This design comes from an exercise in tuning for small area, a short achievable clock period and few clock cycles per item on the open sky130 flow, not from production work.
Only the layout flow was run in this run; the RTL was not checked for function there.
Power and IR drop assume default switching activity.

--- run.sh ---
#!/bin/bash
# synth_recipe.tcl (not shown) runs the flow's synth.tcl, then flattens the netlist and writes it again
# the make line also repeats each setting of config.mk as NAME=value (left out here)
make -C /OpenROAD-flow-scripts/flow DESIGN_CONFIG=/design/flow/config.mk WORK_HOME=/design/flow/orfs CLKGATE_MAP_FILE= SYNTH_SCRIPT=/design/flow/synth_recipe.tcl finish
--- config.mk ---
export PLATFORM = sky130hd
export DESIGN_NAME = axilite_s_v
export DESIGN_NICKNAME = axilite_s_v
export VERILOG_FILES = /design/flow/design.v
export SDC_FILE = /design/flow/constraint.sdc
export NUM_CORES = 4
export LEC_CHECK = 0
export CAP_MARGIN = 20
export CORE_MARGIN = 2
export CORE_UTILIZATION = 45
export SLEW_MARGIN = 20
export SYNTH_MEMORY_MAX_BITS = 8192
--- constraint.sdc ---
create_clock -name core_clock -period 5.0 [get_ports {s_axi_aclk}]
set_input_delay 1.0000 -clock core_clock [delete_from_list [all_inputs] [get_ports {s_axi_aclk}]]
set_output_delay 1.0000 -clock core_clock [all_outputs]
set_load 0.01 [all_outputs]
--- design.v ---
`timescale 1ns / 1ps
module axilite_s_v(
    input  wire         s_axi_aclk,
    input  wire         s_axi_aresetn,
    input  wire         s_axi_awvalid,
    output reg          s_axi_awready,
    input  wire [31: 0] s_axi_awaddr,
    input  wire         s_axi_wvalid,
    output reg          s_axi_wready,
    input  wire [31: 0] s_axi_wdata,
    output reg          s_axi_bvalid,
    input  wire         s_axi_bready,
    output reg  [1: 0]  s_axi_bresp,
    input  wire         s_axi_arvalid,
    output reg          s_axi_arready,
    input  wire [31: 0] s_axi_araddr,
    output reg          s_axi_rvalid,
    input  wire         s_axi_rready,
    output reg [31: 0]  s_axi_rdata,
    output reg  [1: 0]  s_axi_rresp
);
wire rst = ~s_axi_aresetn;
reg  rst_q;                       
reg        awb_v;                 
reg  [6:0] awb_a;
reg        awb_oob;
reg        wb_v;                  
reg [31:0] wb_d;
reg        c_v;                   
reg  [6:0] c_a;
reg [31:0] c_d;
reg        b1_v;                  
reg        b1_err;
wire aw_hs  = s_axi_awvalid & s_axi_awready;
wire w_hs   = s_axi_wvalid  & s_axi_wready;
wire aw_oob = |s_axi_awaddr[31:7];
wire have_aw = awb_v | aw_hs;
wire have_w  = wb_v  | w_hs;
wire b_pop   = s_axi_bvalid & s_axi_bready;
wire b_room  = ~b1_v;             
wire pair    = have_aw & have_w & b_room;
wire        p_oob = awb_v ? awb_oob : aw_oob;
wire  [6:0] p_a   = awb_v ? awb_a   : s_axi_awaddr[6:0];
wire [31:0] p_d   = wb_v  ? wb_d    : s_axi_wdata;
always @(posedge s_axi_aclk) begin
    rst_q <= rst;
    if (rst) begin
        awb_v <= 1'b0;
        wb_v  <= 1'b0;
        c_v   <= 1'b0;
        s_axi_bvalid <= 1'b0;
        b1_v  <= 1'b0;
        s_axi_awready <= 1'b0;
        s_axi_wready  <= 1'b0;
    end else begin
        awb_v <= have_aw & ~pair;
        wb_v  <= have_w  & ~pair;
        s_axi_awready <= ~(have_aw & ~pair);
        s_axi_wready  <= ~(have_w  & ~pair);
        c_v   <= pair & ~p_oob;
        if (~s_axi_bvalid | b_pop) begin
            if (b1_v) begin
                s_axi_bvalid <= 1'b1;
                b1_v <= pair;
            end else begin
                s_axi_bvalid <= pair;
            end
        end else if (pair) begin
            b1_v <= 1'b1;
        end
    end
    if (aw_hs) begin
        awb_a   <= s_axi_awaddr[6:0];
        awb_oob <= aw_oob;
    end
    if (w_hs) wb_d <= s_axi_wdata;
    if (pair) begin
        c_a <= p_a;
        c_d <= p_d;
    end
    if (~s_axi_bvalid | b_pop) begin
        if (b1_v) s_axi_bresp <= {2{b1_err}};
        else      s_axi_bresp <= {2{p_oob}};
    end
    if (pair) b1_err <= p_oob;
end
reg  [4095:0] mem;
wire   [31:0] col_d = rst_q ? 32'd0 : c_d;
genvar g;
generate
    for (g = 0; g < 128; g = g + 1) begin : word
        always @(posedge s_axi_aclk)
            if (rst_q | (c_v & (c_a == g))) mem[g*32 +: 32] <= col_d;
    end
endgenerate
reg        q0_v, q1_v;            
reg  [6:0] q0_a, q1_a;
reg        q0_oob, q1_oob;
wire ar_hs  = s_axi_arvalid & s_axi_arready;
wire ar_oob = |s_axi_araddr[31:7];
wire r_take = q0_v & (~s_axi_rvalid | s_axi_rready);
wire [31:0] rd_word = mem[q0_a*32 +: 32];
always @(posedge s_axi_aclk) begin
    if (rst) begin
        q0_v <= 1'b0;
        q1_v <= 1'b0;
        s_axi_rvalid  <= 1'b0;
        s_axi_arready <= 1'b0;
    end else begin
        if (r_take)
            s_axi_rvalid <= 1'b1;
        else if (s_axi_rready)
            s_axi_rvalid <= 1'b0;
        if (r_take) begin
            q0_v <= q1_v | ar_hs;
            q1_v <= q1_v & ar_hs;
        end else begin
            q0_v <= q0_v | ar_hs;
            q1_v <= q1_v | (q0_v & ar_hs);
        end
        s_axi_arready <= r_take ? ~(q1_v & ar_hs) : ~(q1_v | (q0_v & ar_hs));
    end
    if (r_take) begin
        s_axi_rdata <= q0_oob ? 32'd0 : rd_word;
        s_axi_rresp <= {2{q0_oob}};
    end
    if (r_take) begin
        if (q1_v) begin
            q0_a <= q1_a; q0_oob <= q1_oob;
        end else begin
            q0_a <= s_axi_araddr[6:0]; q0_oob <= ar_oob;
        end
    end else if (~q0_v) begin
        q0_a <= s_axi_araddr[6:0]; q0_oob <= ar_oob;
    end
    if (ar_hs & (r_take ? q1_v : q0_v)) begin
        q1_a <= s_axi_araddr[6:0]; q1_oob <= ar_oob;
    end
end
endmodule
==> summary.txt <==
==> cells in the mapped netlist, drive strengths merged, types with 38 or more instances <==
| master | n | area share [%] |
|---|---|---|
| edfxtp | 4226 | 79 |
| mux4 | 823 | 12 |
| a22oi | 474 | 2.2 |
| mux2i | 403 | 2.5 |
| buf | 269 | 0.90 |
| nand2 | 260 | 0.61 |
| clkbuf | 159 | 0.37 |
| a21o | 106 | 0.49 |
| nand3 | 101 | 0.31 |
| a21oi | 96 | 0.30 |
| nand4 | 67 | 0.26 |
| a31oi | 61 | 0.24 |
| mux2 | 50 | 0.35 |
| nor3 | 48 | 0.16 |
| nor2b | 43 | 0.17 |
| nor2 | 42 | 0.099 |
| o21ai | 38 | 0.12 |
==> where the power goes <==
part | internal, W | switching [W]
registers | 0.0414 | 0.000516
clock network | 0.0177 | 0.0133
logic | 0.00185 | 0.00335
==> final timing paths <==
| kind | depth (start not counted) | end | slack (ns) |
|---|---|---|---|
| worst max register to register | 9 | s_axi_rdata[20] | 0.44 |
| worst min-delay path | 0 | s_axi_rresp[0] | 0.45 |
| worst min register to register | 0 | s_axi_rresp[0] | 0.45 |
| worst max-delay path | 9 | s_axi_rdata[20] | 0.44 |
==> per-stage QoR <==
step	worst slack (ns)	util (%)	std cells	area (µm²)
after floorplan	0.392	-	7381	161000
after global placement	0.383	48.0	12300	171000
after detailed placement	0.516	48.0	12300	171000
after CTS	0.537	51.8	13000	184000
after global routing	0.389	51.8	13000	185000
final	0.443	51.8	13100	185000
==> flip-flops by register name, indices dropped and copies added (netlist names), 7 cells and up <==
| register | cells |
|---|---|
| c_a | 7 |
| c_d | 32 |
| s_axi_rdata | 32 |
| q0_a | 7 |
| q1_a | 7 |
| wb_d | 32 |
| mem | 4096 |
| awb_a | 7 |
==> routing by layer <==
metal | share of wire [%] | vias to the layer above | global-route usage (%)
li1 | - | 32300 | -
met1 | 39 | 43900 | 34.5
met2 | 48 | 3994 | 39.2
met3 | 8.9 | 599 | 3.95
met4 | 3.6 | 6 | 8.07
met5 | 0.0087 | - | 0
==> cell families after synthesis <==
family / Yosys count / synth area share [%]
flops: 4238 / 78.9
mux: 1276 / 14.4
compound gates: 810 / 3.54
simple gates: 622 / 1.89
buf+inv: 435 / 1.29
==> final cells by class <==
class	count	area [µm²]
antenna	13	32.5
clock buffer	524	11100
clock inverter	253	2290
fill	27800	172000
inverter	7	26.3
multi-input combinational	2708	32500
sequential	4238	127000
tap	4751	5940
timing repair buffer	556	5480
==> metrics.cfg <==
[yosys]
syn_inst = 7381
syn_area_per_cell_um2 = 21.8
synth-seq-cells = 4238
yosysSeqAreaShare_pct = 78.9
synth_cell_types = 58
ys_warn_count = 1
synth-edff-count = 4226
synthArstFlopShare_pct = 0
syn-num-nets = 7484
syn_area_mm2 = 0.161
synth_ff_type = edfxtp_1

[cts]
h-tree-depth = 5
clk_pin_slew_worst_paths_ns = 0.06
cts_resized = 0
cts_root_buffer = clkbuf_16
cts_buffers = 421
clockBufferDepth = 4
hold_buffers = 0
cts_tree = done
post_cts_buffers = 0
insertion_delay_ns = 0.99
clkSinkCount = 4238

[floorplanning]
core_mm2 = 0.356
start_util_pct = 45.2
die_width_um = 602
rows = 219
dieArea_mm2 = 0.363
io_pins = 144
die_y_um = 602

[placement]
dpl.hpwl_mm = 262
gp_congestion = 0.870
portBuffers = 143

[final_layout]
most-common-layout-cells = edfxtp_1, mux4_2, a22oi_1, clkbuf_16, mux2i_1
syn_to_final_growth_pct = 14.6
layout_commonest_cell = edfxtp_1
final_nets = 8035
final_layout_size_suffix_gt1_share_pct = 24.0

[sta]
hold_viol_final = 0
tightestPinTransition_ns = 1.18
hold_ws_ns = 0.450
finalCritPeriodShare_pct = 91.1
min_period_ns = 4.56
slew_viol_final = 0
rsz0062_at_grt = no
finalSetupTns_ns = 0
setup_viol = 0
max_freq_mhz = 219
slew-limit-headroom_pct = 21.3
clock_skew_ns = 0.0378

[global_routing]
grt_pass1_vias = 79400
antenna_found_initial = 22
track_usage_pct = 24.5
grt-ovfl-total = 0
grt_pass1_wl_mm = 625
grt_max_degree = 129

[route]
antenna_left = 0
drt_pass1_iterations = 5
routed-via-count = 80900
routedWlPerCell_um = 34.4
drt_wl_total_mm = 449
post-route-drc-count = 0
drt_iter0_drc = 11100
via_per_inst = 6.20

[setup_path]
crit_fanout = 32
cpMaxStageDelayCell = nor3_2
critical_path_class = reg -> reg
cpPeakStageDelay_ns = 0.99
cp_num_buf_inv = 4
crit_family = simple AND/OR/NAND/NOR gates
crit_start = q0_a[0]
worstPathRequired_ns = 5.68
cp-start-kind = flip-flop
r2r_start = q0_a[0]
endpoint_kind = flip-flop
crit_chain = buf_12 -> buf_4 -> buf_12 -> mux4_2 -> a22oi_1 -> nand4_1 -> nor3_2 -> buf_4 -> a31oi_1
arrival_ns = 5.23

[power]
power_density_mw_per_mm2 = 423
peakVddDrop_uv = 275
fin_total_pwr_w = 0.0781
p_leak_nw = 63.9

[outcome]
status = finished clean

[run]
cap_violations = 0

[worst_hold_path]
holdCritPathClass = reg -> reg
holdCritStartpoint = q0_oob

[afterwards: timing with drivers on the ports]
No port has a modelled driver above. Below, the same layout with a new extraction and two added sets of constraints. Step 1 sets driving cells, clkbuf_16 on the clock port and buf_2 on the other inputs (assumed; they add their load-dependent delay and slew). Step 2 also shifts input and output timing later by t, the mid clock arrival at the registers, as if the neighbouring blocks saw the same clock. Three values: ideal ports, drivers, drivers and shift; two values: the first two.
shift t [ns]: 1.074
setup slack, ns: 0.443 / 0.443 / 0.443
worst setup path after step 2: register to register
worst data-port slew with drivers (ns): 0.50
cell pins on the clock port's net: 1
After both steps this run still meets setup and hold. For this run, drivers alone change the setup slack by 0.000 ns; drivers and shift together by 0.000 ns.
